What follows belongs to an exercise in optimizing a design on an open flow for small area; a production flow would make more cautious choices.
Only simulation tests tie the RTL to the original design; equivalence was not proved.
Power figures rest on the tool's default switching activity, not on a simulated workload.

lane 4:
==> flow/design.v <==
module branch_history_register #(parameter M = 4) (
    input logic clk,
    input logic reset,
    input logic branch_outcome,   
    output logic [M-1:0] bhr_out  
);
    always_ff @(posedge clk or posedge reset) begin
        if (reset)
            bhr_out <= '0;  
        else
            bhr_out <= {bhr_out[M-2:0], branch_outcome};  
    end
endmodule
module pht_nand2 (input logic a, input logic b, output logic y);
    assign y = ~(a & b);
endmodule
module pht_and2 (input logic a, input logic b, output logic y);
    assign y = a & b;
endmodule
module pht_and3 (input logic a, input logic b, input logic c, output logic y);
    assign y = a & b & c;
endmodule
module pht_nand3 (input logic a, input logic b, input logic c, output logic y);
    assign y = ~(a & b & c);
endmodule
module pht_aoi22_nand3 (input logic [1:0] s, input logic [1:0] d,
                        input logic a, input logic b, output logic y);
    logic t;
    assign t = ~((s[0] & d[0]) | (s[1] & d[1]));
    assign y = ~(a & b & t);
endmodule
module pht_aoi222 (input logic [2:0] s, input logic [2:0] d, output logic y);
    assign y = ~((s[0] & d[0]) | (s[1] & d[1]) | (s[2] & d[2]));
endmodule
module pht_counter #(parameter N = 3) (
    input  logic         clk,
    input  logic         hold,      
    input  logic         col,       
    input  logic [N-1:0] rownew,    
    output logic [N-1:0] q
);
    always_ff @(posedge clk)
        q <= (q & {N{hold}}) | ({N{col}} & rownew);
endmodule
module pht_sel8 (
    input  logic [7:0] sel,
    input  logic [7:0] d,
    output logic       y
);
    logic [1:0] t;
    pht_aoi222      g0 (.s(sel[2:0]), .d(d[2:0]), .y(t[0]));
    pht_aoi222      g1 (.s(sel[5:3]), .d(d[5:3]), .y(t[1]));
    pht_aoi22_nand3 g2 (.s(sel[7:6]), .d(d[7:6]), .a(t[0]), .b(t[1]), .y(y));
endmodule
module pht_sel16 (
    input  logic [15:0] sel,
    input  logic [15:0] d,
    output logic        y
);
    logic [5:0] t;
    logic [1:0] u;
    genvar i;
    generate
        for (i = 0; i < 5; i++) begin : g_a
            pht_aoi222 g (.s(sel[3*i +: 3]), .d(d[3*i +: 3]), .y(t[i]));
        end
    endgenerate
    pht_nand2 g5 (.a(sel[15]), .b(d[15]), .y(t[5]));
    pht_nand3 g6 (.a(t[0]), .b(t[1]), .c(t[2]), .y(u[0]));
    pht_nand3 g7 (.a(t[3]), .b(t[4]), .c(t[5]), .y(u[1]));
    assign y = u[0] | u[1];
endmodule
module pht_col #(parameter N = 3, parameter R = 8) (
    input  logic           clk,
    input  logic [R-1:0]   row_w,    
    input  logic [R-1:0]   row_r,    
    input  logic           col_w,    
    input  logic [R*N-1:0] rownew,
    output logic [N-1:0]   rd        
);
    logic [N-1:0] q [R-1:0];
    logic [R-1:0] qb [N-1:0];
    logic [R-1:0] hold;
    genvar gr, gb;
    generate
        for (gr = 0; gr < R; gr++) begin : g_r
            pht_nand2 hg (.a(row_w[gr]), .b(col_w), .y(hold[gr]));
            pht_counter #(N) ctr (
                .clk(clk), .hold(hold[gr]), .col(col_w),
                .rownew(rownew[gr*N +: N]), .q(q[gr])
            );
            for (gb = 0; gb < N; gb++) begin : g_b
                assign qb[gb][gr] = q[gr][gb];
            end
        end
        for (gb = 0; gb < N; gb++) begin : g_rd
            pht_sel8 rsel (.sel(row_r), .d(qb[gb]), .y(rd[gb]));
        end
    endgenerate
endmodule
module mnk_bit_predictor #(parameter K = 4,
                        parameter N = 2,
                        parameter M = 4
                        ) (
    input logic clk,
    input logic reset,
    input logic [K-1:0] index,
    input logic [M-1:0] bhr_in,
    input logic branch_outcome,        
    output logic prediction            
);
    localparam R = 1 << M;    
    localparam C = 1 << K;    
    logic [R-1:0] row_r [2];
    logic [R-1:0] row_w;
    logic [C-1:0] col_r, col_w;
    logic [N-1:0] nxt;
    logic [R*N-1:0] rownew;
    logic [N-1:0] rd [C-1:0];
    logic [C-1:0] rdb [N-1:0];
    logic [N-1:0] cur;
    genvar gr, gc, gb, gh;
    generate
        for (gr = 0; gr < R; gr++) begin : g_rsel
            for (gh = 0; gh < 2; gh++) begin : g_h
                pht_and3 rdec (
                    .a(gr[0] ? bhr_in[0] : ~bhr_in[0]),
                    .b(gr[1] ? bhr_in[1] : ~bhr_in[1]),
                    .c(gr[2] ? bhr_in[2] : ~bhr_in[2]),
                    .y(row_r[gh][gr])
                );
            end
            assign row_w[gr] = row_r[0][gr] | reset;
            for (gb = 0; gb < N; gb++) begin : g_rn
                pht_and2 rn (.a(row_w[gr]), .b(nxt[gb]), .y(rownew[gr*N + gb]));
            end
        end
        for (gc = 0; gc < C; gc++) begin : g_csel
            assign col_r[gc] = (index == K'(gc));
            assign col_w[gc] = col_r[gc] | reset;
        end
        for (gc = 0; gc < C; gc++) begin : g_c
            pht_col #(N, R) pcol (
                .clk(clk), .row_w(row_w), .row_r(row_r[gc / (C / 2)]), .col_w(col_w[gc]),
                .rownew(rownew), .rd(rd[gc])
            );
            for (gb = 0; gb < N; gb++) begin : g_b
                assign rdb[gb][gc] = rd[gc][gb];
            end
        end
        for (gb = 0; gb < N; gb++) begin : g_rd
            pht_sel16 csel (.sel(col_r), .d(rdb[gb]), .y(cur[gb]));
        end
    endgenerate
    assign prediction = cur[N-1];
    always_comb begin
        if (reset)
            nxt = '0;
        else if (branch_outcome)
            nxt = (&cur) ? cur : cur + 1'b1;
        else
            nxt = (|cur) ? cur - 1'b1 : cur;
    end
endmodule
module predictor_top #(parameter M = 3, parameter K = 4, parameter N = 3) (
    input logic clk,
    input logic reset,
    input logic [K-1:0] index,
    input logic branch_outcome,  
    output logic prediction,      
    output logic success
);
    logic [M-1:0] bhr_out;
    branch_history_register #(M) bhr_inst (
        .clk(clk),
        .reset(reset),
        .branch_outcome(branch_outcome),
        .bhr_out(bhr_out)
    );
    mnk_bit_predictor #(K, N, M) pht_inst (
        .clk(clk),
        .reset(reset),
        .index(index),
        .bhr_in(bhr_out),
        .branch_outcome(branch_outcome),
        .prediction(prediction)
    );
    assign success = ~(prediction ^ branch_outcome);
endmodule
clock: 6.0 ns
lec_check: 0
cap_margin: 0
core_margin: 2
core_utilization: 75
cts_buf_list: sky130_fd_sc_hd__clkbuf_16
cts_cluster_diameter: 80
cts_cluster_size: 30
gpl_timing_driven: 0
place_density: 0.9
slew_margin: 0
synth_hierarchical: 1
synth_minimum_keep_size: 0
run.sh (not shown) runs the stock make flow with config.mk's settings and CLKGATE_MAP_FILE= SYNTH_SCRIPT=/design/flow/synth_recipe.tcl, a recipe that flattens the netlist after the stock synthesis.
--- input diff lane 4..lane 3 ---
diff --git a/flow/design.v b/flow/design.v
--- a/flow/design.v
+++ b/flow/design.v
@@ -14,10 +14,13 @@
 module pht_nand2 (input logic a, input logic b, output logic y);
     assign y = ~(a & b);
 endmodule
 module pht_and2 (input logic a, input logic b, output logic y);
     assign y = a & b;
+endmodule
+module pht_or2 (input logic a, input logic b, output logic y);
+    assign y = a | b;
 endmodule
 module pht_and3 (input logic a, input logic b, input logic c, output logic y);
     assign y = a & b & c;
 endmodule
 module pht_nand3 (input logic a, input logic b, input logic c, output logic y);
@@ -128,18 +131,19 @@
                     .b(gr[1] ? bhr_in[1] : ~bhr_in[1]),
                     .c(gr[2] ? bhr_in[2] : ~bhr_in[2]),
                     .y(row_r[gh][gr])
                 );
             end
-            assign row_w[gr] = row_r[0][gr] | reset;
+            pht_or2 rw (.a(row_r[0][gr]), .b(reset), .y(row_w[gr]));
             for (gb = 0; gb < N; gb++) begin : g_rn
-                pht_and2 rn (.a(row_w[gr]), .b(nxt[gb]), .y(rownew[gr*N + gb]));
+                pht_and3 rn (.a(row_w[gr]), .b(nxt[gb]), .c(~reset),
+                             .y(rownew[gr*N + gb]));
             end
         end
         for (gc = 0; gc < C; gc++) begin : g_csel
             assign col_r[gc] = (index == K'(gc));
-            assign col_w[gc] = col_r[gc] | reset;
+            pht_or2 cw (.a(col_r[gc]), .b(reset), .y(col_w[gc]));
         end
         for (gc = 0; gc < C; gc++) begin : g_c
             pht_col #(N, R) pcol (
                 .clk(clk), .row_w(row_w), .row_r(row_r[gc / (C / 2)]), .col_w(col_w[gc]),
                 .rownew(rownew), .rd(rd[gc])
Notes after the runs:
- Cmp lane 4 and lane 3 / core utilization / lower: lane 4
- Looking only at share of final-layout standard cells stronger than drive strength 1, and setting everything else aside, the lower value of lane 4 and lane 3 goes to lane 3.
- Lane 4 → lane 3: initial detailed-routing violation count rose 199; share of the final layout cell area in multi-input gates level; synthesized area now sits at about the same level; via count shows no meaningful change.
- Higher sequential group share of total power among lane 4 and lane 3: lane 3
- Going from lane 4 to lane 3, vertical die dimension now sits at about the same level, count of cells along the worst register-to-register path shows a reduction of 1, global-route usage over all layers lost 1.2 points.
- Lane 3 ended with every stage complete and zero timing, DRC or antenna violations.

==> static timing again, ports no longer ideal <==
The flow's constraints put no driver on any port. The routed layouts listed below were extracted and timed again, unchanged, in two steps.
Step 1 assumes that a clkbuf_16 drives the clock port and a buf_2 every other input.
Step 2 adds t to the input delays and takes it off the output delays; t is the mean of the earliest and latest rising clock arrival at the registers after step 1. Input paths then give back, and output paths get back, about the clock's delay inside the block.
a / b / c = no drivers / after step 1 / after step 2; a / b = the first two.
| run | t (ns) | setup WS [ns] | hold WS [ns] | worst setup path at the end |
|---|---|---|---|---|
| lane 4 | 0.566 | 0.244 / 0.197 / 0.190 | 0.491 / 0.491 / 0.491 | input to register |
| lane 3 | 0.568 | 0.295 / 0.249 / 0.299 | 0.491 / 0.491 / 0.491 | input to register |
After both steps setup and hold are still met in every run listed. The setup slack of lane 4, which loses most, moves by -0.047 ns with the drivers and by -0.054 ns with both steps.
